Context: an optimization exercise on an open-source flow, tuned for small area, a short achievable clock period and few clock cycles per item. The choices shown serve that exercise and are no tape-out recipe. Where RTL was checked, it was by simulation tests only, not by an equivalence proof against the original. For run 7, only the layout was checked, not whether the RTL still works.

--- design/flow/design.v ---
module cordic (
    input  wire               clk,
    input  wire               rst_n,
    input  wire               start,
    input  wire signed [15:0] angle_in,
    output wire signed [15:0] cos_out,
    output wire signed [15:0] sin_out,
    output reg                done
);
    localparam signed [15:0] K = 16'sd9949;
    reg signed [15:0] x, y, z;
    reg [3:0] cnt;       
    reg [3:0] cntb;      
    reg px;              
    reg busy;
    wire [15:0] atan_i =
          ({16{cnt == 4'd1}} & 16'h1DAC) | ({16{cnt == 4'd2}} & 16'h0FAE)
        | ({16{cnt == 4'd3}} & 16'h07F5) | ({16{cnt == 4'd4}} & 16'h03FF)
        | ({16{cnt == 4'd5}} & 16'h0200) | ({16{cnt == 4'd6}} & 16'h0100)
        | ({16{cnt == 4'd7}} & 16'h0080) | ({16{cnt == 4'd8}} & 16'h0040)
        | ({16{cnt == 4'd9}} & 16'h0020) | ({16{cnt == 4'd10}} & 16'h0010)
        | ({16{cnt == 4'd11}} & 16'h0008) | ({16{cnt == 4'd12}} & 16'h0004)
        | ({16{cnt == 4'd13}} & 16'h0002) | ({16{cnt == 4'd14}} & 16'h0001);
    wire dz = ~z[15];                        
    wire signed [15:0] yc = y ^ {16{px}};
    wire signed [15:0] xc = x ^ {16{~px}};
    wire signed [15:0] ysh = yc >>> cnt;
    wire signed [15:0] xsh = xc >>> (~cntb);
    wire [15:0] x_n = x + ysh + {15'd0, px};
    wire [15:0] y_n = y + xsh + {15'd0, ~px};
    wire d0 = ~angle_in[15];
    wire [15:0] za = start ? angle_in : z;
    wire [15:0] ata = start ? 16'h3244 : atan_i;
    wire        dza = start ? d0 : dz;
    wire [15:0] z_n = za + (ata ^ {16{dza}}) + {15'd0, dza};
    always @(posedge clk) begin
        if (start) begin
            x   <= K;
            y   <= d0 ? K : -K;
        end else begin
            x   <= x_n;
            y   <= y_n;
        end
        if (start) begin
            cnt  <= 4'd1;
            cntb <= ~4'd1;
        end else begin
            cnt  <= cnt + 4'd1;
            cntb <= cntb - 4'd1;
        end
    end
    always @(posedge clk) begin
        z  <= z_n;
        px <= ~z_n[15];
    end
    wire last = (cnt == 4'd14);
    always @(posedge clk or negedge rst_n) begin
        if (!rst_n) begin
            busy <= 1'b0;
            done <= 1'b0;
        end else begin
            busy <= start | (busy & ~last);
            done <= busy & last;
        end
    end
    assign cos_out = x;
    assign sin_out = y;
endmodule
--- design/flow/run.sh ---
#!/bin/bash
# synth_recipe.tcl (not shown) runs the flow's synth.tcl, then flattens the netlist and writes it again
# the make line also repeats each setting of config.mk as NAME=value (left out here)
make -C /OpenROAD-flow-scripts/flow DESIGN_CONFIG=/design/flow/config.mk WORK_HOME=/design/flow/orfs CLKGATE_MAP_FILE= SYNTH_SCRIPT=/design/flow/synth_recipe.tcl finish
--- design/flow/config.mk ---
export PLATFORM = sky130hd
export DESIGN_NAME = cordic
export DESIGN_NICKNAME = cordic
export VERILOG_FILES = /design/flow/design.v
export SDC_FILE = /design/flow/constraint.sdc
export NUM_CORES = 4
export LEC_CHECK = 0
export ABC_AREA = 1
export CAP_MARGIN = 20
export CORE_MARGIN = 2
export CORE_UTILIZATION = 55
export SETUP_SLACK_MARGIN = 3.85
export SLEW_MARGIN = 20
--- design/flow/constraint.sdc ---
create_clock -name core_clock -period 7.0 [get_ports {clk}]
set_input_delay 1.4000 -clock core_clock [delete_from_list [all_inputs] [get_ports {clk}]]
set_output_delay 1.4000 -clock core_clock [all_outputs]
set_load 0.01 [all_outputs]
==> Implementation_results.wiki, run 1 <==
{| class="wikitable"
! Metric !! Value
|-
| Result of the run || timing/DRC/antenna clean
|-
| Violation count after the first detailed-routing iteration || between 900 and 1000
|-
| Average cell area after synthesis || 6.21 um2
|-
| Hold Vio Cnt, Final || 0
|-
| Starting Density || 0.563
|-
| Register area share after synthesis || 0.196
|-
| Most frequent cell after synthesis || sky130_fd_sc_hd__nand2_1
|-
| Worst path top cell family by delay || simple AND/OR/NAND/NOR gates
|-
| Post-DP Area || 6620 um2
|-
| Total CTS buffers || 9
|-
| Final period demand of the worst path || ~3100 ps
|-
| # port buffers || 51
|-
| Clock latency (worst-skew pair) || between 300 and 400 ps
|-
| Total I/O pin count || 52
|-
| Overall die width || roughly 110 um
|-
| Crit path setup slack, layout || 3910 ps
|-
| Number of DRC violations after detailed routing || 0
|-
| Category of the worst setup path capture point || flip-flop
|-
| Sinks on the clock net || approximately 60
|-
| Cell Area, Synth || roughly 6100 um2
|-
| Antenna diode count || 0
|-
| Routed length per instance || 16.8 um
|-
| Proportion of register bits with asynchronous set or reset after synthesis || 0.0339
|-
| Buffer and inverter count on the worst path || 4
|-
| GR Overflow Total || 0
|-
| Setup repair after global routing missed its margin || yes
|-
| Residual antenna-violating net count after detailed routing || 0
|-
| Total non-filler cell area in the finished layout || ~7700 um2
|-
| Post-Place Setup Slack || approximately 2600 ps
|-
| Chip height || between 100 and 150 um
|-
| Relative area change from synthesis to final layout || 27.4%
|-
| Total setup violations reported at the end of the flow || 0
|-
| Vias after detailed routing || between 6000 and 7000
|-
| Number of enable-type register cells in the synthesized netlist || 0
|-
| Slew Limit Headroom || 0.598
|-
| Global placer's final weighted congestion || just under 1
|-
| Most frequently used flop master after synthesis || sky130_fd_sc_hd__dfxtp_1
|-
| Final Routed Wirelength || roughly 20000 um
|-
| Global-route wire length before repair || 29900 um
|-
| Unique cell type count in the Yosys netlist || 43
|-
| Required time of the critical path || around 7300 ps
|-
| Die area || 11900 um2
|-
| Critical path's largest stage delay || ~370 ps
|-
| Yosys warnings || 1
|-
| Kind of start point of the critical path || flip-flop
|-
| Largest cells by area after synthesis || sky130_fd_sc_hd__dfxtp_1, sky130_fd_sc_hd__nand2_1, sky130_fd_sc_hd__ha_1, sky130_fd_sc_hd__nand3_1, sky130_fd_sc_hd__o21ai_0
|-
| Critical-path cell with the highest stage delay || sky130_fd_sc_hd__fa_1
|-
| Count of max-cap constraint violations || 0
|-
| Average via count per standard cell || about 5.8
|-
| Flops & latches, synth || between 50 and 60
|-
| Worst clock skew || around 14 ps
|-
| First-pass iteration count of the detailed router || 7
|-
| Largest net degree at the start of global routing || 29
|-
| # H-tree levels || 3
|-
| Post-detail-place hpwl || between 10000 and 15000 um
|-
| Area share of the largest cell type after synthesis || 0.188
|-
| Post-CTS Hold Buffers || 0
|-
| Number of standard-cell rows in the floorplan || 38
|-
| Share of layout cells above drive strength 1 || 0.161
|-
| Type of the tightest min-delay check || flip-flop to flip-flop
|-
| Arr. time, crit path || between 3000 and 4000 ps
|-
| Worst-path maximum fanout || 9
|-
| Timing-limited maximum frequency || 323 MHz
|-
| Transition time of the tightest slew-check pin || roughly 600 ps
|-
| Syn Nets || between 1000 and 1500
|-
| Setup TNS after final layout || 0 ps
|-
| Number of antenna violations at the first check in global routing || 0
|-
| Category of the critical setup timing path || flip-flop to flip-flop
|-
| Root cell of the clock tree || sky130_fd_sc_hd__clkbuf_8
|-
| Area leader, netlist || sky130_fd_sc_hd__dfxtp_1
|-
| CTS tree || done
|-
| Total routing resource utilization after global routing || 0.323
|-
| Net count, final || between 1000 and 1500
|-
| Worst path cell trace || buf_12, buf_16, xnor2_1, o21ai_2, nand2_1, o21ai_1, nand2_1, nand3_2, nand3_1, fa_1, inv_1, fa_2, nand3_1, nand2_2, inv_1, o21ai_4, nand3_2, a21oi_1, nor2_1
|-
| Floorplan core area || about 11000 um2
|-
| Worst-case clock buffer depth || 2
|-
| Clock transition at the register clock pins on the worst setup and hold paths after CTS || 80 ps
|-
| Via count of the first global-routing pass || a little over 6000
|-
| Part of the cycle the worst path needs || 0.442
|-
| Leading post-synthesis cells by instance count || sky130_fd_sc_hd__nand2_1, sky130_fd_sc_hd__inv_1, sky130_fd_sc_hd__nand3_1, sky130_fd_sc_hd__o21ai_0, sky130_fd_sc_hd__a21oi_1
|-
| Cell count after synthesis || between 900 and 1000
|-
| Count of final max-slew check failures || 0
|}
==> logic make-up (layout without fill, tap and decap cells) <==
group,after synthesis,after routing,synth area share
AO/OA/AOI/OAI,210,210,0.194
buffers and inverters,130,214,0.0895
multiplexers,2,2,0.00329
AND/OR/NAND/NOR,474,474,0.325
flip-flops,59,59,0.196
adder cells (fa/ha/maj),52,52,0.113
XOR/XNOR,52,52,0.0786
==> per-layer routing <==
| layer | routed length [um] | global-route usage |
|---|---|---|
| met5 | 0 | 0 |
| met4 | 568 | 0.117 |
| met3 | 1250 | 0.0550 |
| met2 | 9570 | 0.536 |
| met1 | 8770 | 0.420 |
==> final timing paths <==
| check | from | endpoint | slack [ps] | cells after the start |
|---|---|---|---|---|
| max in group asynchronous | rst_n | done | 5690 | 1 |
| worst max register to register | px | x[14] | 3910 | 19 |
| min in group asynchronous | rst_n | busy | 1190 | 1 |
| worst min-delay path | busy | busy | 480 | 2 |
| worst max-delay path | px | x[14] | 3910 | 19 |
| worst min register to register | busy | busy | 480 | 2 |
==> worst register-to-register path: stages (launching register included) <==
cell                      delay [ps]
sky130_fd_sc_hd__dfxtp_4         350
sky130_fd_sc_hd__buf_12          150
sky130_fd_sc_hd__buf_16          160
sky130_fd_sc_hd__xnor2_1         160
sky130_fd_sc_hd__o21ai_2         210
sky130_fd_sc_hd__nand2_1         110
sky130_fd_sc_hd__o21ai_1          90
sky130_fd_sc_hd__nand2_1         100
sky130_fd_sc_hd__nand3_2          80
sky130_fd_sc_hd__nand3_1          90
sky130_fd_sc_hd__fa_1            370
sky130_fd_sc_hd__inv_1           100
sky130_fd_sc_hd__fa_2            220
sky130_fd_sc_hd__nand3_1          90
sky130_fd_sc_hd__nand2_2         110
sky130_fd_sc_hd__inv_1            80
sky130_fd_sc_hd__o21ai_4         200
sky130_fd_sc_hd__nand3_2         100
sky130_fd_sc_hd__a21oi_1         170
sky130_fd_sc_hd__nor2_1           60
==> sequential cells by signal, summed over array words and instances, names as in the netlist <==
| name | count |
|---|---|
| x | 16 |
| px | 1 |
| cnt | 4 |
| z | 16 |
| y | 16 |
| done | 1 |
| busy | 1 |
| cntb | 4 |
==> cell type report <==
cell class              instances  area [um2]
repair buffers                100         985
clock buffers                  13         179
well taps                     140         175
clock inverters                 3        67.6
flip-flops and latches         59        1210
repair inverters                4        27.5
multi-input cells             790        4710
inverters                      94         393
fillers                       881        3050
==> through the flow <==
stage | utilization | cells | hold WS, ps
2_1_floorplan | - | 979 | 442
3_3_place_gp | 0.614 | 1135 | 454
3_5_place_dp | 0.614 | 1135 | 465
4_1_cts | 0.676 | 1183 | 480
5_1_grt | 0.718 | 1203 | 497
6_report | 0.718 | 1203 | 478
==> timing repair <==
| item | in CTS | in global routing |
|---|---|---|
| pin swaps | 14 | 24 |
| resized for setup | 42 | 71 |
| buffers inserted | 29 | 17 |
| cloned | 3 | 3 |
| endpoints found under the setup margin | 46 | 31 |
| hold endpoints to repair | 0 | 0 |
==> cells in the final DEF, fill, tap and decap left out, drive strengths merged, types with 25 or more instances in the layout <==
master / netlist / layout
nand3: 88 / 88
a21oi: 66 / 66
ha: 47 / 47
nor2: 61 / 61
o211ai: 25 / 25
xor2: 28 / 28
buf: 13 / 48
inv: 93 / 91
o21ai: 93 / 93
nand2: 299 / 299
dfxtp: 57 / 57
clkdlybuf4s50: 0 / 49
Testbench counts, summed over its fixed seeds: cycles 24,008, items 1,600.
==> run 2: changes to the inputs <==
--- a/design/flow/config.mk
+++ b/design/flow/config.mk
@@ -9,5 +9,7 @@
 export CAP_MARGIN = 20
 export CORE_MARGIN = 2
-export CORE_UTILIZATION = 55
-export SETUP_SLACK_MARGIN = 3.85
+export CORE_UTILIZATION = 45
+export CTS_BUF_LIST = sky130_fd_sc_hd__clkbuf_4
+export CTS_CLUSTER_SIZE = 20
+export SETUP_SLACK_MARGIN = 3.7
 export SLEW_MARGIN = 20
==> run 2 against run 1 <==
  * Design area decreased by 3.9%
  * Global-route usage shrank 7.1 points
  * Highest routed layer unchanged
  * Still clean
==> Implementation_results.wiki, run 2 <==
{| class="wikitable"
! Metric !! Value
|-
| Proportion of register bits with asynchronous set or reset after synthesis || 0.0339
|-
| RR Startpoint || px
|-
| Final period demand of the worst path || between 3000 and 4000 ps
|-
| Flip-flop and latch area || 1200 um2
|-
| Total area of multi-input combinational cells || around 4500 um2
|-
| Worst-case clock buffer depth || 2
|-
| Leading post-synthesis cells by instance count || sky130_fd_sc_hd__nand2_1, sky130_fd_sc_hd__inv_1, sky130_fd_sc_hd__nand3_1, sky130_fd_sc_hd__o21ai_0, sky130_fd_sc_hd__a21oi_1
|-
| Vias after detailed routing || roughly 6500
|-
| Placed instance count || 1173
|-
| Largest family of logic cells by synthesized area || simple AND/OR/NAND/NOR gates
|-
| Die area || 14500 um2
|-
| Hold Vio Cnt, Final || 0
|-
| Total routing resource utilization after global routing || 0.252
|-
| Average via count per standard cell || 5.26
|-
| Count of max-cap constraint violations || 0
|-
| Residual antenna-violating net count after detailed routing || 0
|-
| Clock transition at the register clock pins on the worst setup and hold paths after CTS || ~100 ps
|-
| Worst path cell trace || clkdlybuf4s50_1, nand2_4, nand2_4, inv_4, nand2_1, o21ai_0, ha_1, nand2_2, nor2_2, inv_1, nor3_1, nand2_1, nand3_1, nand2_1
|-
| Flops & latches, synth || 59
|-
| Proportion of synthesized area in mux cells || 0.00329
|-
| Most frequently used flop master after synthesis || sky130_fd_sc_hd__dfxtp_1
|-
| Capture point of the worst path || z[11]
|-
| Largest cells by area after synthesis || sky130_fd_sc_hd__dfxtp_1, sky130_fd_sc_hd__nand2_1, sky130_fd_sc_hd__ha_1, sky130_fd_sc_hd__nand3_1, sky130_fd_sc_hd__o21ai_0
|-
| Syn Nets || 1050
|-
| Worst clock skew || roughly 13 ps
|-
| Starting Density || 0.459
|-
| Post-Place Setup Slack || between 2000 and 2500 ps
|-
| CTS tree || done
|-
| Average cell area after synthesis || approximately 6.2 um2
|-
| Chip height || approximately 120 um
|-
| Leading cell type in the layout, fill and taps excluded || sky130_fd_sc_hd__nand2_1
|-
| Hold path start || busy
|-
| Total I/O pin count || 52
|-
| Type of the tightest min-delay check || flip-flop to flip-flop
|-
| Setup repair after global routing missed its margin || yes
|-
| Filler-free cell count of the finished design || around 1200
|-
| Number of enable-type register cells in the synthesized netlist || 0
|-
| Critical register-to-register path endpoint || y[10]
|-
| Number of antenna violations at the first check in global routing || 1
|-
| Area share of the largest cell type after synthesis || 0.188
|-
| Setup TNS after final layout || 0 ps
|-
| Root cell of the clock tree || sky130_fd_sc_hd__clkbuf_4
|-
| Critical-path cell with the highest stage delay || sky130_fd_sc_hd__clkdlybuf4s50_1
|-
| Overall die width || 120 um
|-
| # H-tree levels || 3
|-
| Crit path setup slack, layout || roughly 3800 ps
|-
| Cell count after synthesis || a little under 1000
|-
| Category of the critical setup timing path || input pin to flip-flop
|-
| CP most frequent cell || sky130_fd_sc_hd__nand2_1
|-
| Number of standard-cell rows in the floorplan || 42
|-
| Top library cells by usage in the layout, fill and taps aside || sky130_fd_sc_hd__nand2_1, sky130_fd_sc_hd__inv_1, sky130_fd_sc_hd__nand3_1
|-
| Largest registers || x (16), y (16), z (16)
|-
| Final Routed Wirelength || between 15000 and 20000 um
|-
| Cell Area, Synth || around 6100 um2
|-
| Share of synthesized cell area in and, or, nand and nor gates || 0.325
|-
| Register area share after synthesis || 0.196
|-
| Slew Limit Headroom || 0.602
|-
| Routed length per instance || 14.9 um
|-
| Critical path's largest stage delay || roughly 520 ps
|-
| Worst setup path startpoint || angle_in[15]
|-
| # port buffers || about 50
|-
| Sinks on the clock net || between 50 and 60
|-
| Result of the run || timing/DRC/antenna clean
|-
| Worst-path maximum fanout || 10
|-
| Adder and majority cell fraction of the synthesized area || 0.113
|-
| Net count, final || 1119
|-
| Filler Cells Inserted || roughly 1400
|-
| Total setup violations reported at the end of the flow || 0
|-
| GR Overflow Total || 0
|-
| Yosys warnings || 1
|-
| Area leader, netlist || sky130_fd_sc_hd__dfxtp_1
|-
| Share of layout cells above drive strength 1 || 0.120
|-
| Number of DRC violations after detailed routing || 0
|-
| Violation count after the first detailed-routing iteration || between 500 and 600
|-
| Largest net degree at the start of global routing || 29
|-
| Relative area change from synthesis to final layout || 22.4%
|-
| Total CTS buffers || 9
|-
| Global-route wire length before repair || around 29000 um
|-
| Count of final max-slew check failures || 0
|-
| Transition time of the tightest slew-check pin || 595 ps
|-
| Synth Area in Compound Gates || 0.194
|-
| Clock latency (worst-skew pair) || between 400 and 500 ps
|-
| Kind of start point of the critical path || input pin
|-
| Category of the worst setup path capture point || flip-flop
|-
| Global placer's final weighted congestion || 0.917
|-
| FF-to-FF setup slack || a little under 4000 ps
|-
| Arr. time, crit path || 3530 ps
|-
| Share of the synthesized netlist area taken by xor and xnor gates || 0.0786
|-
| Required time of the critical path || approximately 7400 ps
|-
| Post-detail-place hpwl || 13500 um
|-
| Worst reg-to-reg path cell count || 19
|-
| Via count of the first global-routing pass || ~5600
|-
| Unique cell type count in the Yosys netlist || 43
|-
| Part of the cycle the worst path needs || 0.452
|-
| First-pass iteration count of the detailed router || 7
|-
| Timing-limited maximum frequency || between 300 and 400 MHz
|-
| Most frequent cell after synthesis || sky130_fd_sc_hd__nand2_1
|-
| Floorplan core area || 13200 um2
|}
run 2: cell counts after synthesis:
No cell type changed its count.
run 2: what timing repair did:
| item | CTS | global route |
|---|---|---|
| endpoints found under the hold margin | 0 | 0 |
| setup endpoints to repair | 36 | 26 |
| gates cloned | 3 | 2 |
| gates resized for setup | 26 | 47 |
| pin swaps | 1 | 15 |
| hold buffers | 0 | 0 |
| buffers inserted | 9 | 26 |
run 2: how the worst min path moves through the flow:
| stage | to | slack (ps) | depth (start not counted) |
|---|---|---|---|
| CTS | busy | 490 | 2 |
| detailed placement | busy | 470 | 2 |
| global route | done | 530 | 2 |
| floorplan | busy | 440 | 2 |
| finish | busy | 480 | 2 |
| global placement | busy | 460 | 2 |
run 2: metal layers:
layer  GRT usage  part of all wire  up-vias
met5           0                 0        -
met1       0.354              0.48     2873
met3      0.0429             0.048       30
met2       0.392              0.45      184
met4      0.0858             0.023        0
li1            -                 -     3386
run 2: worst max-delay path, delay by kind of cell:
kind            cells  cell delay, ps
fa+ha+maj           1             410
buf+inv             3             670
simple gates        9             930
compound gates      1             110
run 2: cell type report:
| cell class | instances | share of cell area |
|---|---|---|
| sequential | 59 | 0.162 |
| timing repair buffer | 92 | 0.125 |
| tap | 176 | 0.0296 |
| antenna | 2 | 0.000672 |
| inverter | 94 | 0.0524 |
| multi-input combinational | 790 | 0.605 |
| timing repair inverter | 2 | 0.00185 |
| clock buffer | 10 | 0.0101 |
| clock inverter | 6 | 0.0140 |
run 2: kinds of logic after synthesis:
family	count (synthesis)
AO/OA/AOI/OAI	210
XOR/XNOR	52
multiplexers	2
AND/OR/NAND/NOR	474
adder cells (fa/ha/maj)	52
flip-flops	59
buffers and inverters	130
run 2: per-stage QoR:
step	hold slack, ps	util	cell area [um2]
after global routing	533	0.562	7440
after detailed placement	468	0.503	6660
after CTS	494	0.533	7050
after floorplan	442	-	6100
after global placement	457	0.503	6660
final	482	0.562	7440
==> run 3: changes to the inputs <==
--- a/design/flow/config.mk
+++ b/design/flow/config.mk
@@ -12,4 +12,4 @@
 export CTS_BUF_LIST = sky130_fd_sc_hd__clkbuf_4
 export CTS_CLUSTER_SIZE = 20
-export SETUP_SLACK_MARGIN = 3.7
+export SETUP_SLACK_MARGIN = 4.0
 export SLEW_MARGIN = 20
==> run 3 against run 2 <==
  * Register-to-register slack improved by 140 ps
  * Still clean on timing, DRC and antenna
  * Largest cell class unchanged
  * Routed wire length rose by 11%
  * Critical path depth rose by 7
  * Highest routed layer unchanged
  * Worst setup slack improved by 170 ps
  * Sequential share of layout area fell by 1.6 points
  * Flip-flop and latch count did not move
  * Critical endpoint is now y[10]
==> Implementation_results.wiki, run 3 <==
{| class="wikitable"
! Metric !! Value
|-
| Result of the run || timing/DRC/antenna clean
|-
| Number of DRC violations after detailed routing || 0
|-
| Total CTS buffers || 9
|-
| Number of enable-type register cells in the synthesized netlist || 0
|-
| Violation count after the first detailed-routing iteration || 586
|-
| Share of layout cells above drive strength 1 || 0.256
|-
| Type of the tightest min-delay check || flip-flop to flip-flop
|-
| Critical register-to-register path endpoint || y[10]
|-
| Critical path's largest stage delay || between 400 and 500 ps
|-
| Hold path start || busy
|-
| # H-tree levels || 3
|-
| Placed instance count || roughly 1200
|-
| Part of the cycle the worst path needs || 0.427
|-
| Global-route wire length before repair || roughly 30000 um
|-
| Kind of start point of the critical path || flip-flop
|-
| Arr. time, crit path || ~3400 ps
|-
| Critical-path cell with the highest stage delay || sky130_fd_sc_hd__dfxtp_4
|-
| Required time of the critical path || about 7400 ps
|-
| Via count of the first global-routing pass || a little under 6000
|-
| Setup TNS after final layout || 0 ps
|-
| Area share of the largest cell type after synthesis || 0.188
|-
| Relative area change from synthesis to final layout || 37.2%
|-
| Worst clock skew || roughly 18 ps
|-
| Worst path cell trace || buf_12, clkinvlp_4, nand2_2, nand2_4, nand2_4, nand2_2, nand2_2, nand3_2, nand3_2, o21ai_4, fa_2, fa_2, nand3_2, nand3_4, nand3_2, nand2_4, a21oi_2, inv_1, nand2_1, nand3_1, nand2_1
|-
| Hold Vio Cnt, Final || 0
|-
| Count of final max-slew check failures || 0
|-
| Capture point of the worst path || y[10]
|-
| Total non-filler cell area in the finished layout || ~8300 um2
|-
| Worst hold slack after final layout || 491 ps
|-
| Category of the critical setup timing path || flip-flop to flip-flop
|-
| Worst path depth || 21
|-
| Post-CTS Hold Buffers || 0
|-
| Average via count per standard cell || ~5.4
|-
| Most frequently used flop master after synthesis || sky130_fd_sc_hd__dfxtp_1
|-
| Top library cells by usage in the layout, fill and taps aside || sky130_fd_sc_hd__nand2_1, sky130_fd_sc_hd__inv_1, sky130_fd_sc_hd__nand3_1
|-
| Leading post-synthesis cells by instance count || sky130_fd_sc_hd__nand2_1, sky130_fd_sc_hd__inv_1, sky130_fd_sc_hd__nand3_1, sky130_fd_sc_hd__o21ai_0, sky130_fd_sc_hd__a21oi_1
|-
| Transition time of the tightest slew-check pin || 598 ps
|-
| Largest cells by area after synthesis || sky130_fd_sc_hd__dfxtp_1, sky130_fd_sc_hd__nand2_1, sky130_fd_sc_hd__ha_1, sky130_fd_sc_hd__nand3_1, sky130_fd_sc_hd__o21ai_0
|-
| Net count, final || 1154
|-
| Category of the worst setup path capture point || flip-flop
|-
| Worst reg-to-reg path cell count || 21
|-
| Cell Area, Synth || 6080 um2
|-
| Cell count after synthesis || around 980
|-
| Overall die width || between 100 and 150 um
|-
| Post-DP Area || 6740 um2
|-
| Root cell of the clock tree || sky130_fd_sc_hd__clkbuf_4
|-
| Final period demand of the worst path || about 3000 ps
|-
| Average cell area after synthesis || 6.21 um2
|-
| Number of standard-cell rows in the floorplan || 42
|-
| Unique cell type count in the Yosys netlist || 43
|-
| Worst path top cell family by delay || simple AND/OR/NAND/NOR gates
|-
| Yosys warnings || 1
|-
| Sinks on the clock net || 59
|-
| Post-Place Setup Slack || ~2700 ps
|-
| Clock latency (worst-skew pair) || approximately 460 ps
|-
| Flops & latches, synth || between 50 and 60
|-
| First-pass iteration count of the detailed router || 6
|-
| CP most frequent cell || sky130_fd_sc_hd__nand3_2
|-
| Slew Limit Headroom || 0.601
|-
| Worst setup path startpoint || px
|-
| Number of antenna violations at the first check in global routing || 1
|-
| Chip height || approximately 120 um
|-
| Floorplan core area || around 13000 um2
|-
| Die area || 14500 um2
|-
| Area leader, netlist || sky130_fd_sc_hd__dfxtp_1
|-
| Final Routed Wirelength || 20400 um
|-
| Worst-path maximum fanout || 8
|-
| Buffer and inverter count on the worst path || 3
|-
| Global placer's final weighted congestion || 0.889
|-
| Timing-limited maximum frequency || 335 MHz
|-
| Leading cell type in the layout, fill and taps excluded || sky130_fd_sc_hd__nand2_1
|-
| Count of max-cap constraint violations || 0
|-
| Largest registers || x (16), y (16), z (16)
|-
| Crit path setup slack, layout || 4010 ps
|-
| Clock transition at the register clock pins on the worst setup and hold paths after CTS || about 120 ps
|-
| GR Overflow Total || 0
|-
| Total setup violations reported at the end of the flow || 0
|-
| FF-to-FF setup slack || around 4000 ps
|-
| Total routing resource utilization after global routing || 0.268
|-
| Largest net degree at the start of global routing || 28
|-
| RR Startpoint || px
|-
| Worst-case clock buffer depth || 2
|-
| Vias after detailed routing || ~6900
|-
| Filler-free cell count of the finished design || approximately 1300
|-
| Register area share after synthesis || 0.196
|-
| Proportion of register bits with asynchronous set or reset after synthesis || 0.0339
|-
| Syn Nets || around 1100
|-
| Routed length per instance || around 16 um
|-
| Total I/O pin count || 52
|-
| Setup repair after global routing missed its margin || yes
|-
| # port buffers || 51
|-
| Most frequent cell after synthesis || sky130_fd_sc_hd__nand2_1
|-
| Residual antenna-violating net count after detailed routing || 0
|-
| CTS tree || done
|-
| Post-detail-place hpwl || 13900 um
|-
| Starting Density || 0.459
|}
-- run 3: cell counts after synthesis --
No cell type changed its count.
-- run 3: how the worst min path moves through the flow --
stage / cells past startpoint / to / slack, ps
floorplan: 2 / busy / 440
global placement: 2 / busy / 460
detailed placement: 2 / busy / 460
CTS: 2 / busy / 490
global route: 2 / busy / 520
finish: 2 / busy / 490
-- run 3: cells by family after synthesis --
kind of cell,after synthesis,share of synthesized area
adder cells (fa/ha/maj),52,0.113
AND/OR/NAND/NOR,474,0.325
buffers and inverters,130,0.0895
multiplexers,2,0.00329
AO/OA/AOI/OAI,210,0.194
flip-flops,59,0.196
XOR/XNOR,52,0.0786
-- run 3: timing repair --
| item | 4_1_cts | 5_1_grt |
|---|---|---|
| pin swaps | 24 | 59 |
| cloned | 5 | 2 |
| setup buffers | 31 | 38 |
| endpoints found under the setup margin | 46 | 39 |
| gates resized for setup | 80 | 136 |
-- run 3: layout make-up --
cell class / count / area (um2)
Tap cell: 176 / 220
Timing Repair inverter: 2 / 17.5
Inverter: 94 / 395
Multi-Input combinational cell: 790 / 5150
Fill cell: 1280 / 4900
Clock buffer: 12 / 90.1
Timing Repair Buffer: 127 / 1240
Clock inverter: 4 / 18.8
Antenna cell: 1 / 2.50
Sequential cell: 59 / 1220
-- run 3: stage by stage --
step                       util
after CTS                 0.564
final                     0.630
after floorplan               -
after global routing      0.630
after detailed placement  0.509
after global placement    0.509
-- run 3: worst reg2reg max path, delay by kind of cell, from the launching register on --
family                   cells  cell delay [ps]
AO/OA/AOI/OAI                2              230
adder cells (fa/ha/maj)      2              770
buffers and inverters        3              360
flip-flops                   1              440
AND/OR/NAND/NOR             14             1120
-- run 3: layer usage --
metal / part of all wire / vias to the layer above / wire, um / GRT usage
li1: - / 3458 / - / -
met1: 0.46 / 3156 / 9380 / 0.381
met2: 0.47 / 235 / 9500 / 0.424
met3: 0.052 / 35 / 1060 / 0.0307
met4: 0.022 / 0 / 459 / 0.0908
met5: 0 / - / 0 / 0
==> run 4: changes to the inputs <==
--- a/design/flow/config.mk
+++ b/design/flow/config.mk
@@ -12,4 +12,4 @@
 export CTS_BUF_LIST = sky130_fd_sc_hd__clkbuf_4
 export CTS_CLUSTER_SIZE = 20
-export SETUP_SLACK_MARGIN = 4.0
+export SETUP_SLACK_MARGIN = 3.85
 export SLEW_MARGIN = 20
==> run 4 against run 3 <==
  * Non-clock buffer count fell by 33
  * Clock-buffer cell count shrank 3
  * First-iteration DRC count shrank 11%
  * Fmax shrank 1.6%
  * Still clean
  * Sequential share of layout area grew 1.5 points
==> Implementation_results.wiki, run 4 <==
{| class="wikitable"
! Metric !! Value
|-
| Largest cells by area after synthesis || sky130_fd_sc_hd__dfxtp_1, sky130_fd_sc_hd__nand2_1, sky130_fd_sc_hd__ha_1, sky130_fd_sc_hd__nand3_1, sky130_fd_sc_hd__o21ai_0
|-
| Slew Limit Headroom || 0.608
|-
| Cell count after synthesis || roughly 980
|-
| Most frequent cell after synthesis || sky130_fd_sc_hd__nand2_1
|-
| CP most frequent cell || sky130_fd_sc_hd__nor2_1
|-
| Yosys warnings || 1
|-
| # port buffers || 51
|-
| Post-detail-place hpwl || around 13000 um
|-
| Worst path depth || 17
|-
| Clock transition at the register clock pins on the worst setup and hold paths after CTS || about 120 ps
|-
| Share of layout cells above drive strength 1 || 0.151
|-
| Transition time of the tightest slew-check pin || ~590 ps
|-
| Die area || approximately 14000 um2
|-
| Clock latency (worst-skew pair) || ~470 ps
|-
| Total routing resource utilization after global routing || 0.255
|-
| Count of max-cap constraint violations || 0
|-
| Hold Vio Cnt, Final || 0
|-
| Filler Cells Inserted || around 1400
|-
| Cell Area, Synth || between 6000 and 7000 um2
|-
| Flops & latches, synth || between 50 and 60
|-
| Area share of the largest cell type after synthesis || 0.188
|-
| Number of DRC violations after detailed routing || 0
|-
| Net count, final || about 1100
|-
| Overall die width || between 100 and 150 um
|-
| Global placer's final weighted congestion || 0.913
|-
| Number of antenna violations at the first check in global routing || 0
|-
| Filler-free cell count of the finished design || ~1200
|-
| GR Overflow Total || 0
|-
| Total CTS buffers || 9
|-
| Worst path cell trace || clkbuf_2, buf_12, inv_16, nand2_2, nand2_4, inv_4, nand2_1, o21ai_0, ha_1, buf_4, nand2_1, nor2_1, nor2_1, nor2_1, nor2_1, o21ai_1, xor2_1
|-
| Buffer and inverter count on the worst path || 5
|-
| Most frequently used flop master after synthesis || sky130_fd_sc_hd__dfxtp_1
|-
| Antenna diode count || 0
|-
| Residual antenna-violating net count after detailed routing || 0
|-
| Kind of start point of the critical path || input pin
|-
| Timing-limited maximum frequency || between 300 and 400 MHz
|-
| Starting Density || 0.459
|-
| Final period demand of the worst path || around 3000 ps
|-
| Average via count per standard cell || around 5.4
|-
| Arr. time, crit path || around 3400 ps
|-
| Proportion of register bits with asynchronous set or reset after synthesis || 0.0339
|-
| Violation count after the first detailed-routing iteration || about 520
|-
| Worst-path maximum fanout || 27
|-
| Part of the cycle the worst path needs || 0.434
|-
| Register area share after synthesis || 0.196
|-
| Vias after detailed routing || 6646
|-
| Final Routed Wirelength || between 15000 and 20000 um
|-
| Unique cell type count in the Yosys netlist || 43
|-
| Chip height || ~120 um
|-
| Via count of the first global-routing pass || approximately 5700
|-
| Total setup violations reported at the end of the flow || 0
|-
| Relative area change from synthesis to final layout || 24.1%
|-
| Category of the critical setup timing path || input pin to flip-flop
|-
| CTS tree || done
|-
| Sinks on the clock net || 59
|-
| Number of enable-type register cells in the synthesized netlist || 0
|-
| Total I/O pin count || between 50 and 60
|-
| Total area of multi-input combinational cells || ~4600 um2
|-
| Placed instance count || around 1200
|-
| Post-CTS Hold Buffers || 0
|-
| Root cell of the clock tree || sky130_fd_sc_hd__clkbuf_4
|-
| Hold path depth || 2
|-
| Setup repair after global routing missed its margin || yes
|-
| Average cell area after synthesis || 6.21 um2
|-
| Leading post-synthesis cells by instance count || sky130_fd_sc_hd__nand2_1, sky130_fd_sc_hd__inv_1, sky130_fd_sc_hd__nand3_1, sky130_fd_sc_hd__o21ai_0, sky130_fd_sc_hd__a21oi_1
|-
| Setup TNS after final layout || 0 ps
|-
| Required time of the critical path || about 7400 ps
|-
| Result of the run || timing/DRC/antenna clean
|-
| First-pass iteration count of the detailed router || 5
|-
| Leading cell type in the layout, fill and taps excluded || sky130_fd_sc_hd__nand2_1
|-
| # H-tree levels || 3
|-
| Routed length per instance || between 15 and 20 um
|-
| Critical-path cell with the highest stage delay || sky130_fd_sc_hd__ha_1
|-
| Number of standard-cell rows in the floorplan || 42
|-
| Largest net degree at the start of global routing || 29
|-
| Worst-case clock buffer depth || 2
|-
| Worst path top cell family by delay || simple AND/OR/NAND/NOR gates
|-
| Flip-flop and latch area || roughly 1200 um2
|-
| Syn Nets || approximately 1100
|-
| Category of the worst setup path capture point || flip-flop
|-
| Top library cells by usage in the layout, fill and taps aside || sky130_fd_sc_hd__nand2_1, sky130_fd_sc_hd__inv_1, sky130_fd_sc_hd__nand3_1
|-
| Worst clock skew || roughly 15 ps
|-
| Floorplan core area || roughly 13000 um2
|-
| Worst reg-to-reg path cell count || 14
|-
| Type of the tightest min-delay check || flip-flop to flip-flop
|-
| Area leader, netlist || sky130_fd_sc_hd__dfxtp_1
|-
| Count of final max-slew check failures || 0
|-
| Largest registers || x (16), y (16), z (16)
|-
| Critical path's largest stage delay || roughly 350 ps
|-
| Global-route wire length before repair || 28900 um
|}
## run 4: final timing paths
check	from	to	slack [ps]
min in group asynchronous	rst_n	busy	1090
max in group asynchronous	rst_n	done	5790
setup / recovery	start	z[14]	3960
hold / removal	busy	busy	480
setup reg to reg	cntb[2]	y[13]	4010
hold reg to reg	busy	busy	480
## run 4: worst reg2reg max path: stages (launching register included)
cell                      delay (ps)
sky130_fd_sc_hd__dfxtp_1         710
sky130_fd_sc_hd__inv_1           410
sky130_fd_sc_hd__o21ai_1         330
sky130_fd_sc_hd__nand2_1          70
sky130_fd_sc_hd__nand2_1          80
sky130_fd_sc_hd__inv_1            60
sky130_fd_sc_hd__ha_1            320
sky130_fd_sc_hd__a21oi_1         220
sky130_fd_sc_hd__nor2_1           60
sky130_fd_sc_hd__nor2_1          180
sky130_fd_sc_hd__nor2_1           80
sky130_fd_sc_hd__nor2_1          130
sky130_fd_sc_hd__nand3_1         100
sky130_fd_sc_hd__nand3_1          80
sky130_fd_sc_hd__nand2_1          50
## run 4: cell families (layout without fill, tap and decap cells)
logic type / count (synthesis) / count (layout) / share of synthesized area
AO/OA/AOI/OAI: 210 / 210 / 0.194
adder cells (fa/ha/maj): 52 / 52 / 0.113
multiplexers: 2 / 2 / 0.00329
buffers and inverters: 130 / 206 / 0.0895
AND/OR/NAND/NOR: 474 / 474 / 0.325
XOR/XNOR: 52 / 52 / 0.0786
flip-flops: 59 / 59 / 0.196
## run 4: layout make-up
| type | instances | share of cell area |
|---|---|---|
| clock buffers | 9 | 0.00895 |
| inverters | 94 | 0.0512 |
| well taps | 176 | 0.0292 |
| clock inverters | 7 | 0.0109 |
| repair inverters | 2 | 0.00182 |
| repair buffers | 94 | 0.125 |
| flip-flops and latches | 59 | 0.160 |
| multi-input cells | 790 | 0.613 |
## run 4: stage by stage
| step | setup slack, ps | hold slack, ps | util | cell area (um2) |
|---|---|---|---|---|
| finish | 3960 | 481 | 0.570 | 7550 |
| global placement | 2560 | 459 | 0.504 | 6680 |
| CTS | 3850 | 486 | 0.544 | 7210 |
| floorplan | 3850 | 442 | - | 6130 |
| global route | 3810 | 526 | 0.570 | 7550 |
| detailed placement | 2550 | 459 | 0.504 | 6680 |
## run 4: timing repair
item | CTS | global route
setup buffers | 14 | 24
resized for setup | 47 | 56
endpoints found under the setup margin | 42 | 33
gates cloned | 5 | 0
pin swaps | 6 | 20
## run 4: metal layers
layer	up-vias	routed length, um	global-route usage
li1	3395	-	-
met1	3024	8880	0.363
met2	204	8570	0.406
met3	23	1030	0.0335
met4	0	312	0.0727
met5	-	0	0
==> run 5: changes to the inputs <==
--- a/design/flow/config.mk
+++ b/design/flow/config.mk
@@ -11,5 +11,5 @@
 export CORE_UTILIZATION = 45
 export CTS_BUF_LIST = sky130_fd_sc_hd__clkbuf_4
-export CTS_CLUSTER_SIZE = 20
+export CTS_CLUSTER_SIZE = 12
 export SETUP_SLACK_MARGIN = 3.85
 export SLEW_MARGIN = 20
==> run 5 against run 4 <==
  * Still clean on timing, DRC and antenna
  * Flip-flop and latch count unchanged
  * Via count unchanged
  * Clock-buffer cell count unchanged
  * Design area unchanged
  * Sequential share of layout area unchanged
  * Worst setup slack unchanged
  * Global-route usage unchanged
  * Critical endpoint unchanged
  * Highest routed layer unchanged
==> Implementation_results.wiki, run 5 <==
{| class="wikitable"
! Metric !! Value
|-
| Category of the critical setup timing path || input pin to flip-flop
|-
| Final period demand of the worst path || slightly above 3000 ps
|-
| Routed wl met2 || around 8600 um
|-
| Syn Nets || between 1000 and 1500
|-
| GR Overflow Total || 0
|-
| Vias after detailed routing || roughly 6600
|-
| Routed length on met3 || about 1000 um
|-
| Largest registers || x (16), y (16), z (16)
|-
| Total setup violations reported at the end of the flow || 0
|-
| Overall die width || ~120 um
|-
| Register area share after synthesis || 0.196
|-
| Count of final max-slew check failures || 0
|-
| Total I/O pin count || between 50 and 60
|-
| Required time of the critical path || 7370 ps
|-
| Area share of the largest cell type after synthesis || 0.188
|-
| Leading cell type in the layout, fill and taps excluded || sky130_fd_sc_hd__nand2_1
|-
| Residual antenna-violating net count after detailed routing || 0
|-
| Largest cells by area after synthesis || sky130_fd_sc_hd__dfxtp_1, sky130_fd_sc_hd__nand2_1, sky130_fd_sc_hd__ha_1, sky130_fd_sc_hd__nand3_1, sky130_fd_sc_hd__o21ai_0
|-
| Buffer and inverter count on the worst path || 5
|-
| Most frequent cell after synthesis || sky130_fd_sc_hd__nand2_1
|-
| Critical-path cell with the highest stage delay || sky130_fd_sc_hd__ha_1
|-
| Sinks on the clock net || 59
|-
| Timing-limited maximum frequency || 329 MHz
|-
| Result of the run || timing/DRC/antenna clean
|-
| Slew Limit Headroom || 0.608
|-
| CP most frequent cell || sky130_fd_sc_hd__nor2_1
|-
| Kind of start point of the critical path || input pin
|-
| # H-tree levels || 3
|-
| Yosys warnings || 1
|-
| Total non-filler cell area in the finished layout || between 7000 and 8000 um2
|-
| Unique cell type count in the Yosys netlist || 43
|-
| Leading post-synthesis cells by instance count || sky130_fd_sc_hd__nand2_1, sky130_fd_sc_hd__inv_1, sky130_fd_sc_hd__nand3_1, sky130_fd_sc_hd__o21ai_0, sky130_fd_sc_hd__a21oi_1
|-
| RR Startpoint || cntb[2]
|-
| Worst path cell trace || clkbuf_2, buf_12, inv_16, nand2_2, nand2_4, inv_4, nand2_1, o21ai_0, ha_1, buf_4, nand2_1, nor2_1, nor2_1, nor2_1, nor2_1, o21ai_1, xor2_1
|-
| Post-CTS Hold Buffers || 0
|-
| Global-route wire length before repair || around 29000 um
|-
| Part of the cycle the worst path needs || 0.434
|-
| Crit path setup slack, layout || about 4000 ps
|-
| Transition time of the tightest slew-check pin || around 590 ps
|-
| Average via count per standard cell || around 5.4
|-
| Count of max-cap constraint violations || 0
|-
| Hold Vio Cnt, Final || 0
|-
| Clock transition at the register clock pins on the worst setup and hold paths after CTS || 120 ps
|-
| Worst-path maximum fanout || 27
|-
| Filler-free cell count of the finished design || 1231
|-
| Setup repair after global routing missed its margin || yes
|-
| Largest net degree at the start of global routing || 29
|-
| Most frequently used flop master after synthesis || sky130_fd_sc_hd__dfxtp_1
|-
| Final Routed Wirelength || between 15000 and 20000 um
|-
| Post-DP Area || roughly 6700 um2
|-
| Die area || around 14000 um2
|-
| Placed instance count || ~1200
|-
| CTS tree || done
|-
| Hold path start || busy
|-
| # port buffers || 51
|-
| Starting Density || 0.459
|-
| Setup TNS after final layout || 0 ps
|-
| Number of antenna violations at the first check in global routing || 0
|-
| Worst path top cell family by delay || simple AND/OR/NAND/NOR gates
|-
| Root cell of the clock tree || sky130_fd_sc_hd__clkbuf_4
|-
| First-pass iteration count of the detailed router || 5
|-
| Worst reg-to-reg path cell count || 14
|-
| Clock latency (worst-skew pair) || 470 ps
|-
| Net count, final || around 1100
|-
| Chip height || roughly 120 um
|-
| Number of enable-type register cells in the synthesized netlist || 0
|-
| Routed length per instance || approximately 15 um
|-
| Critical path's largest stage delay || ~350 ps
|-
| Worst-case clock buffer depth || 2
|-
| Post-Place Setup Slack || roughly 2500 ps
|-
| Floorplan core area || about 13000 um2
|-
| Global placer's final weighted congestion || 0.913
|-
| Number of DRC violations after detailed routing || 0
|-
| Category of the worst setup path capture point || flip-flop
|-
| Post-detail-place hpwl || roughly 13000 um
|-
| Total CTS buffers || 9
|-
| Critical register-to-register path endpoint || y[13]
|-
| Hold path depth || 2
|-
| Type of the tightest min-delay check || flip-flop to flip-flop
|-
| M1 WL || about 8900 um
|-
| Cell Area, Synth || between 6000 and 7000 um2
|-
| Highest routed layer || met4
|-
| FF-to-FF setup slack || approximately 4000 ps
|-
| Violation count after the first detailed-routing iteration || about 520
|-
| Proportion of register bits with asynchronous set or reset after synthesis || 0.0339
|-
| Share of layout cells above drive strength 1 || 0.151
|-
| Worst clock skew || approximately 15 ps
|-
| Relative area change from synthesis to final layout || 24.1%
|-
| Antenna diode count || 0
|-
| Total routing resource utilization after global routing || 0.255
|-
| Via count of the first global-routing pass || around 5700
|-
| Top library cells by usage in the layout, fill and taps aside || sky130_fd_sc_hd__nand2_1, sky130_fd_sc_hd__inv_1, sky130_fd_sc_hd__nand3_1
|-
| Area leader, netlist || sky130_fd_sc_hd__dfxtp_1
|-
| Worst-case hold path end point || busy
|-
| Cell count after synthesis || 979
|-
| Flops & latches, synth || slightly below 60
|-
| Average cell area after synthesis || roughly 6.2 um2
|-
| Number of standard-cell rows in the floorplan || 42
|-
| Arr. time, crit path || 3410 ps
|}
[run 5: worst max-delay path by stage]
stage	start	cells after the start	to
3_5_place_dp	start	17	px
3_3_place_gp	start	15	z[8]
4_1_cts	px	18	y[10]
2_1_floorplan	start	12	z[14]
6_report	start	17	z[14]
5_1_grt	px	20	x[14]
[run 5: kinds of logic after synthesis]
family,share of synthesized area
xor gates and xnor gates,0.0786
and+or+nand+nor,0.325
muxes,0.00329
DFF,0.196
buffers and inverters,0.0895
adders and majority gates,0.113
AOI/OAI and AO/OA,0.194
[run 5: layer usage]
layer / GRT usage / vias up
met2: 0.406 / 204
met5: 0 / -
li1: - / 3395
met1: 0.363 / 3024
met4: 0.0727 / 0
met3: 0.0335 / 23
[run 5: area by class of cell]
| class | count | area, um2 |
|---|---|---|
| Clock buffer | 9 | 67.6 |
| Clock inverter | 7 | 82.6 |
| Fill cell | 1375 | 5700 |
| Inverter | 94 | 387 |
| Multi-Input combinational cell | 790 | 4630 |
| Sequential cell | 59 | 1210 |
| Tap cell | 176 | 220 |
| Timing Repair Buffer | 94 | 941 |
| Timing Repair inverter | 2 | 13.8 |
[run 5: repair_timing]
action	CTS	global route
gates resized for setup	47	56
setup endpoints to repair	42	33
cloned	5	0
pin swaps	6	20
buffers inserted	14	24
hold endpoints to repair	0	0
[run 5: through the flow]
| stage | util | hold slack (ps) |
|---|---|---|
| 2_1_floorplan | - | 442 |
| 3_3_place_gp | 0.504 | 459 |
| 3_5_place_dp | 0.504 | 459 |
| 4_1_cts | 0.544 | 486 |
| 5_1_grt | 0.570 | 526 |
| 6_report | 0.570 | 481 |
[run 5: worst min-delay path: stages, from the launching register on]
cell	delay, ps
sky130_fd_sc_hd__dfrtp_1	360
sky130_fd_sc_hd__nand2_1	50
sky130_fd_sc_hd__nand2_1	40
==> run 6: changes to the inputs <==
--- a/design/flow/config.mk
+++ b/design/flow/config.mk
@@ -10,6 +10,6 @@
 export CORE_MARGIN = 2
 export CORE_UTILIZATION = 45
-export CTS_BUF_LIST = sky130_fd_sc_hd__clkbuf_4
-export CTS_CLUSTER_SIZE = 12
+export CTS_BUF_LIST = sky130_fd_sc_hd__clkbuf_4 sky130_fd_sc_hd__clkbuf_8
+export CTS_CLUSTER_SIZE = 20
 export SETUP_SLACK_MARGIN = 3.85
 export SLEW_MARGIN = 20
==> run 6 against run 5 <==
  * First-iteration DRC count increased by 13%
  * Global-route usage about the same
  * Design area rose by 2.7%
  * Highest routed layer unchanged
  * Register-to-register slack hardly changed
  * Critical path type unchanged
==> Implementation_results.wiki, run 6 <==
{| class="wikitable"
! Metric !! Value
|-
| Result of the run || timing/DRC/antenna clean
|-
| Share of layout cells above drive strength 1 || 0.160
|-
| Worst clock skew || approximately 11 ps
|-
| Leading cell type in the layout, fill and taps excluded || sky130_fd_sc_hd__nand2_1
|-
| # H-tree levels || 3
|-
| Clock latency (worst-skew pair) || between 300 and 400 ps
|-
| Register area share after synthesis || 0.196
|-
| GR Overflow Total || 0
|-
| Post-detail-place hpwl || roughly 13000 um
|-
| # port buffers || a little over 50
|-
| Chip height || 120 um
|-
| Count of final max-slew check failures || 0
|-
| Number of antenna violations at the first check in global routing || 0
|-
| Number of standard-cell rows in the floorplan || 42
|-
| First-pass iteration count of the detailed router || 6
|-
| Average via count per standard cell || 5.36
|-
| Required time of the critical path || 7280 ps
|-
| Setup TNS after final layout || 0 ps
|-
| Syn Nets || between 1000 and 1500
|-
| CTS tree || done
|-
| Most frequent cell after synthesis || sky130_fd_sc_hd__nand2_1
|-
| Overall die width || 120 um
|-
| Worst-case clock buffer depth || 2
|-
| Top library cells by usage in the layout, fill and taps aside || sky130_fd_sc_hd__nand2_1, sky130_fd_sc_hd__inv_1, sky130_fd_sc_hd__nand3_1
|-
| Net count, final || about 1100
|-
| Total I/O pin count || between 50 and 60
|-
| Flip-flop and latch area || ~1200 um2
|-
| Global placer's final weighted congestion || between 0.9 and 1
|-
| Type of the tightest min-delay check || flip-flop to flip-flop
|-
| Residual antenna-violating net count after detailed routing || 0
|-
| Part of the cycle the worst path needs || 0.440
|-
| Total routing resource utilization after global routing || 0.255
|-
| Count of max-cap constraint violations || 0
|-
| Average cell area after synthesis || a little over 6 um2
|-
| Antenna diode count || 0
|-
| Worst-path maximum fanout || 27
|-
| Category of the worst setup path capture point || flip-flop
|-
| Slew Limit Headroom || 0.633
|-
| Flops & latches, synth || 59
|-
| Relative area change from synthesis to final layout || 27.4%
|-
| Transition time of the tightest slew-check pin || approximately 550 ps
|-
| Routed length per instance || roughly 15 um
|-
| Unique cell type count in the Yosys netlist || 43
|-
| Cell Area, Synth || slightly above 6000 um2
|-
| Setup repair after global routing missed its margin || yes
|-
| Cell count after synthesis || between 900 and 1000
|-
| Number of enable-type register cells in the synthesized netlist || 0
|-
| Floorplan core area || 13200 um2
|-
| Critical path's largest stage delay || ~460 ps
|-
| Total setup violations reported at the end of the flow || 0
|-
| Total CTS buffers || 9
|-
| Clock transition at the register clock pins on the worst setup and hold paths after CTS || approximately 80 ps
|-
| CP most frequent cell || sky130_fd_sc_hd__nand2_1
|-
| Via count of the first global-routing pass || between 5000 and 6000
|-
| Vias after detailed routing || between 6000 and 7000
|-
| Area leader, netlist || sky130_fd_sc_hd__dfxtp_1
|-
| Final Routed Wirelength || 19100 um
|-
| Largest cells by area after synthesis || sky130_fd_sc_hd__dfxtp_1, sky130_fd_sc_hd__nand2_1, sky130_fd_sc_hd__ha_1, sky130_fd_sc_hd__nand3_1, sky130_fd_sc_hd__o21ai_0
|-
| Number of DRC violations after detailed routing || 0
|-
| Largest net degree at the start of global routing || 29
|-
| Timing-limited maximum frequency || 325 MHz
|-
| Proportion of register bits with asynchronous set or reset after synthesis || 0.0339
|-
| Total area of multi-input combinational cells || ~4700 um2
|-
| Leading post-synthesis cells by instance count || sky130_fd_sc_hd__nand2_1, sky130_fd_sc_hd__inv_1, sky130_fd_sc_hd__nand3_1, sky130_fd_sc_hd__o21ai_0, sky130_fd_sc_hd__a21oi_1
|-
| Filler Cells Inserted || about 1300
|-
| Critical-path cell with the highest stage delay || sky130_fd_sc_hd__fa_2
|-
| Final period demand of the worst path || between 3000 and 4000 ps
|-
| Category of the critical setup timing path || input pin to flip-flop
|-
| Worst path cell trace || clkbuf_4, buf_12, clkinv_16, nand2_4, nand2_4, buf_4, nand2_2, nand2_1, fa_2, o21ai_4, a21oi_4, nor3_2, nor2_1, nand2_1, nand2_1
|-
| Global-route wire length before repair || 28800 um
|-
| Most frequently used flop master after synthesis || sky130_fd_sc_hd__dfxtp_1
|-
| Sinks on the clock net || 59
|-
| Arr. time, crit path || 3360 ps
|-
| Root cell of the clock tree || sky130_fd_sc_hd__clkbuf_8
|-
| Hold Vio Cnt, Final || 0
|-
| Die area || between 10000 and 15000 um2
|-
| Largest registers || x (16), y (16), z (16)
|-
| Yosys warnings || 1
|-
| Starting Density || 0.459
|-
| Area share of the largest cell type after synthesis || 0.188
|-
| Violation count after the first detailed-routing iteration || 590
|-
| Kind of start point of the critical path || input pin
|}
## run 6: metrics by stage
stage / cells / cell area (um2) / utilization / hold WS, ps / worst slack (ps)
final: 1237 / 7750 / 0.585 / 474 / 3920
after global routing: 1237 / 7750 / 0.585 / 515 / 3790
after CTS: 1211 / 7280 / 0.550 / 477 / 3850
after detailed placement: 1172 / 6680 / 0.504 / 459 / 2550
after global placement: 1172 / 6680 / 0.504 / 459 / 2560
after floorplan: 979 / 6130 / - / 442 / 3850
## run 6: timing repair
action,in CTS,in global routing
pin swaps,7,24
endpoints found under the hold margin,0,0
setup endpoints to repair,42,32
gates cloned,4,2
buffers inserted,19,24
hold buffers,0,0
resized for setup,48,69
## run 6: final timing paths
check	from	end	slack, ps	depth (start not counted)
worst max register to register	px	x[14]	4010	19
worst min-delay path	busy	busy	470	2
min in group asynchronous	rst_n	busy	1180	1
worst max-delay path	start	z[8]	3920	15
worst min register to register	busy	busy	470	2
max in group asynchronous	rst_n	done	5700	1
## run 6: cell families (layout without fill, tap and decap cells)
family | Yosys count | in the layout | synth area share
adders and majority gates | 52 | 52 | 0.113
xor gates and xnor gates | 52 | 52 | 0.0786
AOI/OAI and AO/OA | 210 | 210 | 0.194
muxes | 2 | 2 | 0.00329
buffers and inverters | 130 | 212 | 0.0895
and+or+nand+nor | 474 | 474 | 0.325
DFF | 59 | 59 | 0.196
## run 6: final cells by class
| type | instances | area share |
|---|---|---|
| well taps | 176 | 0.0284 |
| inverters | 94 | 0.0512 |
| flip-flops and latches | 59 | 0.156 |
| multi-input cells | 790 | 0.604 |
| clock inverters | 5 | 0.00969 |
| clock buffers | 11 | 0.0195 |
| repair buffers | 100 | 0.129 |
| repair inverters | 2 | 0.00178 |
## run 6: critical path: cells and delay by family
| family | cells | cell delay, ps |
|---|---|---|
| and+or+nand+nor | 8 | 640 |
| buffers and inverters | 4 | 530 |
| adders and majority gates | 1 | 460 |
| AOI/OAI and AO/OA | 2 | 300 |
## run 6: layer usage
| layer | wire length (um) | up-vias | GRT usage | share of wire |
|---|---|---|---|---|
| met2 | 8920 | 197 | 0.409 | 0.47 |
| met5 | 0 | - | 0 | 0 |
| met1 | 8970 | 3012 | 0.358 | 0.47 |
| met3 | 944 | 22 | 0.0335 | 0.049 |
| met4 | 270 | 0 | 0.0770 | 0.014 |
| li1 | - | 3405 | - | - |
==> run 7: changes to the inputs <==
--- a/design/flow/design.v
+++ b/design/flow/design.v
@@ -24,9 +24,9 @@
     wire dz = ~z[15];                        
     wire signed [15:0] yc = y ^ {16{px}};
-    wire signed [15:0] xc = x ^ {16{~px}};
+    wire signed [15:0] xc = x ^ {16{z[15]}};      
     wire signed [15:0] ysh = yc >>> cnt;
     wire signed [15:0] xsh = xc >>> (~cntb);
     wire [15:0] x_n = x + ysh + {15'd0, px};
-    wire [15:0] y_n = y + xsh + {15'd0, ~px};
+    wire [15:0] y_n = y + xsh + {15'd0, z[15]};
     wire d0 = ~angle_in[15];
     wire [15:0] za = start ? angle_in : z;
==> design/flow/config.mk (replaced) <==
export PLATFORM = sky130hd
export DESIGN_NAME = cordic
export DESIGN_NICKNAME = cordic
export VERILOG_FILES = /design/flow/design.v
export SDC_FILE = /design/flow/constraint.sdc
export NUM_CORES = 4
export LEC_CHECK = 0
export ABC_AREA = 1
export CAP_MARGIN = 20
export CORE_MARGIN = 2
export CORE_UTILIZATION = 55
export SETUP_SLACK_MARGIN = 3.7
export SLEW_MARGIN = 20
==> run 7 against run 6 <==
  * Clock-buffer cell count increased by 1
  * Synthesized cell count increased by 0.20%
  * Flip-flop and latch count unchanged
  * Area after synthesis decreased by 0.64%
  * Register-to-register slack got worse by 100 ps
  * Via count increased by 1.6%
  * Critical path depth unchanged
  * Design area decreased by 2.5%
  * Sequential share of layout area increased by 0.46 points
  * Die area decreased by 18%
  * Worst setup slack got worse by 200 ps
  * Critical endpoint is now z[13]
==> Implementation_results.wiki, run 7 <==
{| class="wikitable"
! Metric !! Value
|-
| Chip height || 109 um
|-
| Sinks on the clock net || 59
|-
| Type of the tightest min-delay check || flip-flop to flip-flop
|-
| Floorplan core area || roughly 11000 um2
|-
| Worst-case clock buffer depth || 2
|-
| Cell Area, Synth || 6040 um2
|-
| Final Routed Wirelength || ~19000 um
|-
| Global placer's final weighted congestion || between 0.9 and 1
|-
| Syn Nets || approximately 1100
|-
| Share of synthesized cell area in and, or, nand and nor gates || 0.323
|-
| Residual antenna-violating net count after detailed routing || 0
|-
| Placed instance count || 1137
|-
| Synth Area in Compound Gates || 0.186
|-
| Count of max-cap constraint violations || 0
|-
| Most frequently used flop master after synthesis || sky130_fd_sc_hd__dfxtp_1
|-
| Adder and majority cell fraction of the synthesized area || 0.114
|-
| Leading cell type in the layout, fill and taps excluded || sky130_fd_sc_hd__nand2_1
|-
| Slew Limit Headroom || 0.530
|-
| Post-detail-place hpwl || between 10000 and 15000 um
|-
| Arr. time, crit path || 3530 ps
|-
| Unique cell type count in the Yosys netlist || 36
|-
| Relative area change from synthesis to final layout || 25.0%
|-
| Proportion of synthesized area in mux cells || 0.00663
|-
| Critical path's largest stage delay || around 280 ps
|-
| Average via count per standard cell || 5.65
|-
| Net count, final || 1119
|-
| Total setup violations reported at the end of the flow || 0
|-
| # H-tree levels || 3
|-
| Number of DRC violations after detailed routing || 0
|-
| CP most frequent cell || sky130_fd_sc_hd__nand2_1
|-
| Filler-free cell count of the finished design || about 1200
|-
| Vias after detailed routing || slightly below 7000
|-
| Average cell area after synthesis || about 6 um2
|-
| Starting Density || 0.560
|-
| Overall die width || roughly 110 um
|-
| Part of the cycle the worst path needs || 0.468
|-
| Setup TNS after final layout || 0 ps
|-
| Worst-path maximum fanout || 7
|-
| Share of the synthesized netlist area taken by xor and xnor gates || 0.0855
|-
| Area leader, netlist || sky130_fd_sc_hd__nand2_1
|-
| Worst path cell trace || buf_2, buf_12, clkinvlp_4, buf_12, or2_2, o21ai_2, inv_1, ha_1, nand2_1, nor2_1, nand3_1, nand2_2, nand2_1, nand3_1, nand2_1
|-
| Total CTS buffers || 9
|-
| Total routing resource utilization after global routing || 0.302
|-
| Hold Vio Cnt, Final || 0
|-
| Largest family of logic cells by synthesized area || simple AND/OR/NAND/NOR gates
|-
| Register area share after synthesis || 0.197
|-
| Worst clock skew || ~7 ps
|-
| Required time of the critical path || ~7300 ps
|-
| Via count of the first global-routing pass || 5984
|-
| Top library cells by usage in the layout, fill and taps aside || sky130_fd_sc_hd__nand2_1, sky130_fd_sc_hd__nand3_1, sky130_fd_sc_hd__inv_1
|-
| Number of standard-cell rows in the floorplan || 38
|-
| Flops & latches, synth || 59
|-
| First-pass iteration count of the detailed router || 6
|-
| Clock transition at the register clock pins on the worst setup and hold paths after CTS || about 70 ps
|-
| Largest net degree at the start of global routing || 38
|-
| Number of enable-type register cells in the synthesized netlist || 0
|-
| Post-DP Area || roughly 6600 um2
|-
| Post-CTS Hold Buffers || 0
|-
| Final period demand of the worst path || around 3300 ps
|-
| Critical-path cell with the highest stage delay || sky130_fd_sc_hd__or2_2
|-
| CTS tree || done
|-
| Result of the run || timing/DRC/antenna clean
|-
| Setup repair after global routing missed its margin || yes
|-
| Yosys warnings || 1
|-
| Global-route wire length before repair || roughly 28000 um
|-
| GR Overflow Total || 0
|-
| Share of layout cells above drive strength 1 || 0.123
|-
| Die area || 11800 um2
|-
| Leading post-synthesis cells by instance count || sky130_fd_sc_hd__nand2_1, sky130_fd_sc_hd__inv_1, sky130_fd_sc_hd__nand3_1, sky130_fd_sc_hd__o21ai_0, sky130_fd_sc_hd__a21oi_1
|-
| Root cell of the clock tree || sky130_fd_sc_hd__clkbuf_8
|-
| Clock latency (worst-skew pair) || about 360 ps
|-
| Total I/O pin count || 52
|-
| Category of the worst setup path capture point || flip-flop
|-
| Routed length per instance || 15.9 um
|-
| Violation count after the first detailed-routing iteration || between 600 and 700
|-
| # port buffers || 51
|-
| Proportion of register bits with asynchronous set or reset after synthesis || 0.0339
|-
| Largest cells by area after synthesis || sky130_fd_sc_hd__nand2_1, sky130_fd_sc_hd__dfxtp_1, sky130_fd_sc_hd__ha_1, sky130_fd_sc_hd__nand3_1, sky130_fd_sc_hd__o21ai_0
|-
| Antenna diode count || 0
|-
| Number of antenna violations at the first check in global routing || 0
|-
| Kind of start point of the critical path || input pin
|-
| Count of final max-slew check failures || 0
|-
| Category of the critical setup timing path || input pin to flip-flop
|-
| Total non-filler cell area in the finished layout || about 7600 um2
|-
| Area share of the largest cell type after synthesis || 0.198
|-
| Most frequent cell after synthesis || sky130_fd_sc_hd__nand2_1
|-
| Largest registers || x (16), y (16), z (16)
|-
| Transition time of the tightest slew-check pin || between 700 and 800 ps
|-
| Filler Cells Inserted || a little over 900
|-
| Cell count after synthesis || about 980
|-
| Timing-limited maximum frequency || between 300 and 400 MHz
|}
## run 7: cell types whose count changed after synthesis, sizes merged, moves of 2 or more
cell / change
buf: +2
mux2i: +2
nand2: +21
nand3: -3
nand4: -2
nor2: -10
o211ai: +2
o21ai: -12
or2: -3
xnor2: +3
xor2: +4
## run 7: layout make-up
type	count	area, um2	area share
multi-input combinational	791	4600	0.609
sequential	59	1210	0.161
inverter	93	377	0.0499
clock buffer	12	155	0.0205
timing repair buffer	92	948	0.126
tap	140	175	0.0232
timing repair inverter	2	10.0	0.00133
clock inverter	4	72.6	0.00961
## run 7: logic make-up (layout without fill, tap and decap cells)
| logic type | count (synthesis) | in the layout |
|---|---|---|
| flops | 59 | 59 |
| buf+inv | 131 | 203 |
| xor+xnor | 59 | 59 |
| mux | 4 | 4 |
| simple gates | 477 | 477 |
| fa+ha+maj | 52 | 52 |
| compound gates | 199 | 199 |
## run 7: routing by layer
layer	vias up	global-route usage	part of all wire
met1	3099	0.412	0.45
met4	0	0.113	0.031
met5	-	0	0
li1	3373	-	-
met2	221	0.490	0.47
met3	51	0.0347	0.057
## run 7: final timing paths
| kind | from | to | slack [ps] | cells after the start |
|---|---|---|---|---|
| worst max-delay path | start | z[13] | 3720 | 15 |
| min in group asynchronous | rst_n | done | 1200 | 1 |
| max in group asynchronous | rst_n | busy | 5680 | 1 |
| worst min register to register | busy | busy | 480 | 2 |
| worst max register to register | cnt[1] | z[12] | 3910 | 17 |
| worst min-delay path | busy | busy | 480 | 2 |
## run 7: per-stage QoR
step	worst slack, ps	hold WS [ps]	utilization
5_1_grt	3660	510	0.700
4_1_cts	3630	480	0.641
3_5_place_dp	2340	462	0.610
6_report	3720	477	0.700
2_1_floorplan	3710	442	-
3_3_place_gp	2470	454	0.610
## run 7: worst max-delay path: cells and delay by family
| kind | cells | cell delay (ps) |
|---|---|---|
| adder cells (fa/ha/maj) | 1 | 270 |
| AO/OA/AOI/OAI | 1 | 90 |
| buffers and inverters | 5 | 770 |
| AND/OR/NAND/NOR | 8 | 980 |
## run 7: what timing repair did
item | 4_1_cts | 5_1_grt
pin swaps | 1 | 20
resized for setup | 28 | 69
setup endpoints to repair | 32 | 32
buffers inserted | 1 | 32
gates cloned | 2 | 5

-- static timing again, ports no longer ideal --
The results above use ideal ports. As a check the final layouts listed here were re-extracted and re-timed, cells and wires unchanged. Step 1: set_driving_cell puts a clkbuf_16 on clk and a buf_2 on each other input, an assumption about the parent block. Step 2 also shifts input and output timing later by t, the mid clock arrival at the registers, as if the neighbouring blocks saw the same clock. Three values: no drivers, after step 1, after step 2; two values: the first two.
run | t, ns | setup slack, ns | hold slack, ns | worst setup path at the end | clock arrival spread, ns
run 1 | 0.393 | 3.907 / 3.907 / 3.547 | 0.478 / 0.478 / 0.478 | input to register | 0.015 / 0.015
run 2 | 0.495 | 3.838 / 3.849 / 3.354 | 0.482 / 0.482 / 0.482 | input to register | 0.013 / 0.014
run 3 | 0.483 | 4.011 / 4.008 / 3.617 | 0.491 / 0.491 / 0.491 | input to register | 0.018 / 0.018
run 4 | 0.491 | 3.962 / 3.973 / 3.482 | 0.481 / 0.481 / 0.481 | input to register | 0.015 / 0.015
run 5 | 0.491 | 3.962 / 3.973 / 3.482 | 0.481 / 0.481 / 0.481 | input to register | 0.015 / 0.015
run 6 | 0.407 | 3.922 / 3.934 / 3.526 | 0.474 / 0.474 / 0.474 | input to register | 0.011 / 0.011
run 7 | 0.386 | 3.725 / 3.734 / 3.348 | 0.477 / 0.477 / 0.477 | input to register | 0.008 / 0.008
After both steps every run listed still meets setup and hold. The setup slack of run 2, which loses most, moves by +0.011 ns with the drivers and by -0.484 ns with both steps.
